What follows belongs to an exercise in optimizing a design on an open flow for small area; a production flow would make more cautious choices.
Function was checked by simulation only, so behaviour that the tests miss may differ from the original.
No activity file was given, so power comes from the tool's default toggle rates.

==> flow/design.v (excerpt) <==
module tv80n ( 
  m1_n, mreq_n, iorq_n, rd_n, wr_n, rfsh_n, halt_n, busak_n, A, dout, 
  reset_n, clk, wait_n, int_n, nmi_n, busrq_n, di
  );
Size: roughly 5100 cells after synthesis, about 370 flip-flops, roughly 46 I/O pins, roughly 0.037 sq mm of cells after synthesis.
==> flow/config.mk <==
export PLATFORM = sky130hd
export DESIGN_NAME = tv80n
export DESIGN_NICKNAME = tv80n
export VERILOG_FILES = /design/flow/design.v
export SDC_FILE = /design/flow/constraint.sdc
export NUM_CORES = 4
export LEC_CHECK = 0
export CAP_MARGIN = 20
export CORE_MARGIN = 2
export CORE_UTILIZATION = 40
export SLEW_MARGIN = 20
==> flow/constraint.sdc <==
create_clock -name core_clock -period 20.0 [get_ports {clk}]
set_input_delay 4.0000 -clock core_clock [delete_from_list [all_inputs] [get_ports {clk}]]
set_output_delay 4.0000 -clock core_clock [all_outputs]
set_load 0.01 [all_outputs]
run.sh (not shown) runs the stock make flow with config.mk's settings and CLKGATE_MAP_FILE= SYNTH_SCRIPT=/design/flow/synth_recipe.tcl, a recipe that flattens the netlist after the stock synthesis.
Change:
==> flow/flow/run.sh (new file) <==
#!/bin/bash
# Standard synthesis, then a deeper ABC re-optimisation of the combinational
# logic (flip-flops kept as they are), then the standard layout.
set -euo pipefail
FL=$(cd "$(dirname "$0")" && pwd)
R=orfs/results/$FLOW_PLATFORM/tv80n/base
YOSYS=${YOSYS_EXE:-$FLOW_HOME/../tools/install/yosys/bin/yosys}
bash standard.sh synth > synth_standard.log 2>&1
cp $R/1_2_yosys.v std_netlist.v
sed -e "s|@LIB@|$FLOW_HOME/platforms/sky130hd/lib/sky130_fd_sc_hd__tt_025C_1v80.lib|g" \
    -e "s|@IN@|std_netlist.v|g" -e "s|@OUT@|resynth_netlist.v|g" \
    -e "s|@SCRIPT@|$FL/deep.abc|g" $FL/resynth.ys > resynth.ys
"$YOSYS" -l resynth.log -q resynth.ys > resynth_stdout.log 2>&1
cp resynth_netlist.v $R/1_2_yosys.v
rm -f $R/1_synth.odb
bash standard.sh > layout_standard.log 2>&1
==> flow/flow/deep.abc (new file) <==
&get -n
&st
&deepsyn -T 300 -S 1
&put
dch -f
map -a
amap
topo
==> flow/flow/resynth.ys (new file) <==
read_liberty -ignore_miss_func @LIB@
read_verilog @IN@
hierarchy -top tv80n
blackbox sky130_fd_sc_hd__*df*
flatten
opt_clean -purge
tee -o resynth_stat_before.txt stat -liberty @LIB@
abc -liberty @LIB@ -dont_use *lpflow* -dont_use *probe* -script @SCRIPT@
opt_clean -purge
hilomap -singleton -hicell sky130_fd_sc_hd__conb_1 HI -locell sky130_fd_sc_hd__conb_1 LO
insbuf -buf sky130_fd_sc_hd__buf_4 A X
splitnets
opt_clean -purge
tee -o resynth_stat_after.txt stat -liberty @LIB@
write_verilog -noattr -nohex -nodec @OUT@
==> flow/standard.sh (new file) <==
#!/bin/bash
# synth_recipe.tcl (not shown) runs the flow's synth.tcl, then flattens the netlist and writes it again
# the make line also repeats each setting of config.mk as NAME=value (left out here)
make -C /OpenROAD-flow-scripts/flow DESIGN_CONFIG=/design/flow/config.mk WORK_HOME=/design/flow/orfs CLKGATE_MAP_FILE= SYNTH_SCRIPT=/design/flow/synth_recipe.tcl "${@:-finish}"
removed: flow/run.sh
Non-clock buffer count fell by 139.
Routed wire length falls by 37%.
Setup slack gets better by 0.085 ns.
Combinational power went down by 54%.
Cell count came out lower by 27%.
Utilization came out higher by 1.9 points.
Clock-buffer cell count rose by 2.
Sequential share of layout area grows by 8.7 points.
Synthesized cell count falls by 33%.
Change:
==> flow/flow/run.sh (replaced) <==
#!/bin/bash
bash standard.sh > standard.log 2>&1
removed: flow/flow/deep.abc
removed: flow/flow/resynth.ys
- The new run went through all stages and came out clean
- global-route usage grows by 4.8 points
- final cell count grows by well over a third
- utilization shrinks by 1.9 points
- synthesized cell count grows by well over a third
- worst setup slack loses 0.085 ns
- first-iteration DRC count grows by a quarter to a third
- power grows by well over a third
- area after synthesis grows by well over a third

========
Another version of the RTL of tv80n (not shown whole).
For scale: about 46 I/O pins.
Design tv80n, start of the top module:
module tv80n ( 
  m1_n, mreq_n, iorq_n, rd_n, wr_n, rfsh_n, halt_n, busak_n, A, dout, 
  reset_n, clk, wait_n, int_n, nmi_n, busrq_n, di
  );
Settings: LEC_CHECK=0, CAP_MARGIN=20, CORE_MARGIN=2, CORE_UTILIZATION=40, GPL_TIMING_DRIVEN=0, SLEW_MARGIN=20; clock period 20.0 ns.
standard.sh (not shown) runs the stock make flow with config.mk's settings and CLKGATE_MAP_FILE= SYNTH_SCRIPT=/design/flow/synth_recipe.tcl, a recipe that flattens the netlist after the stock synthesis.
==> flow/flow/run.sh <==
#!/bin/bash
# Standard synthesis, then a deeper ABC re-optimisation of the combinational
# logic (flip-flops kept as they are, several seeds in parallel, the smallest
# netlist kept), then the standard layout with smaller clock and port buffers and CTS
# without dummy loads.
set -euo pipefail
FL=$(cd "$(dirname "$0")" && pwd)
R=orfs/results/$FLOW_PLATFORM/tv80n/base
YOSYS=${YOSYS_EXE:-$FLOW_HOME/../tools/install/yosys/bin/yosys}
LIB=$FLOW_HOME/platforms/sky130hd/lib/sky130_fd_sc_hd__tt_025C_1v80.lib
DEEP_T=${DEEP_T:-600}
bash standard.sh synth > synth_standard.log 2>&1
cp $R/1_2_yosys.v std_netlist.v
for S in 1 2 3 4; do
  sed -e "s|@T@|$DEEP_T|; s|@S@|$S|" $FL/deep.abc > deep_$S.abc
  sed -e "s|@LIB@|$LIB|g" -e "s|@IN@|std_netlist.v|g" -e "s|@OUT@|resynth_$S.v|g" \
      -e "s|@SCRIPT@|$PWD/deep_$S.abc|g" -e "s|@STAT@|resynth_stat_$S.txt|g" $FL/resynth.ys > resynth_$S.ys
  "$YOSYS" -l resynth_$S.log -q resynth_$S.ys > resynth_stdout_$S.log 2>&1 &
done
wait
best=""; bestA=""
for S in 1 2 3 4; do
  a=$(grep -o "Chip area for module '.tv80n': [0-9.]*" resynth_stat_$S.txt | awk '{print $NF}') || continue
  echo "seed $S area $a" >> resynth_choice.log
  if [[ -z "$bestA" ]] || awk "BEGIN{exit !($a < $bestA)}"; then best=$S; bestA=$a; fi
done
echo "chosen seed $best area $bestA" >> resynth_choice.log
cp resynth_$best.v $R/1_2_yosys.v
rm -f $R/1_synth.odb
bash standard.sh "CTS_ARGS=-sink_clustering_enable -repair_clock_nets -dont_use_dummy_load -buf_list {sky130_fd_sc_hd__clkbuf_4 sky130_fd_sc_hd__clkbuf_8}" "BUFFER_PORTS_ARGS=-buffer_cell sky130_fd_sc_hd__buf_1" finish > layout_standard.log 2>&1
==> flow/flow/deep.abc <==
&get -n
&st
&deepsyn -T @T@ -S @S@
&put
dch -f
amap
topo
==> flow/flow/resynth.ys <==
read_liberty -ignore_miss_func @LIB@
read_verilog @IN@
hierarchy -top tv80n
blackbox sky130_fd_sc_hd__*df*
flatten
opt_clean -purge
abc -liberty @LIB@ -dont_use *lpflow* -dont_use *probe* -script @SCRIPT@
opt_clean -purge
hilomap -singleton -hicell sky130_fd_sc_hd__conb_1 HI -locell sky130_fd_sc_hd__conb_1 LO
insbuf -buf sky130_fd_sc_hd__buf_4 A X
splitnets
opt_clean -purge
tee -o @STAT@ stat -liberty @LIB@
write_verilog -noattr -nohex -nodec @OUT@
The starting point completed with no timing, DRC or antenna violations.
==> next run, changes <==
--- a/flow/flow/run.sh
+++ b/flow/flow/run.sh
@@ -9,5 +9,5 @@
 YOSYS=${YOSYS_EXE:-$FLOW_HOME/../tools/install/yosys/bin/yosys}
 LIB=$FLOW_HOME/platforms/sky130hd/lib/sky130_fd_sc_hd__tt_025C_1v80.lib
-DEEP_T=${DEEP_T:-600}
+DEEP_T=${DEEP_T:-1200}
 bash standard.sh synth > synth_standard.log 2>&1
 cp $R/1_2_yosys.v std_netlist.v
Settings changed: CAP_MARGIN 20 to 5, SLEW_MARGIN 20 to 5.
After rerunning: Now the flow reached the layout checks and failed them: max-capacitance violations, max-slew violations; utilization rises by 0.43 points; power falls by a few percent; clock skew falls by 10 ps; sequential cell count does not change; setup slack gets better by 320 ps; final cell count falls by a few percent; global-route usage rises by 1.7 points.
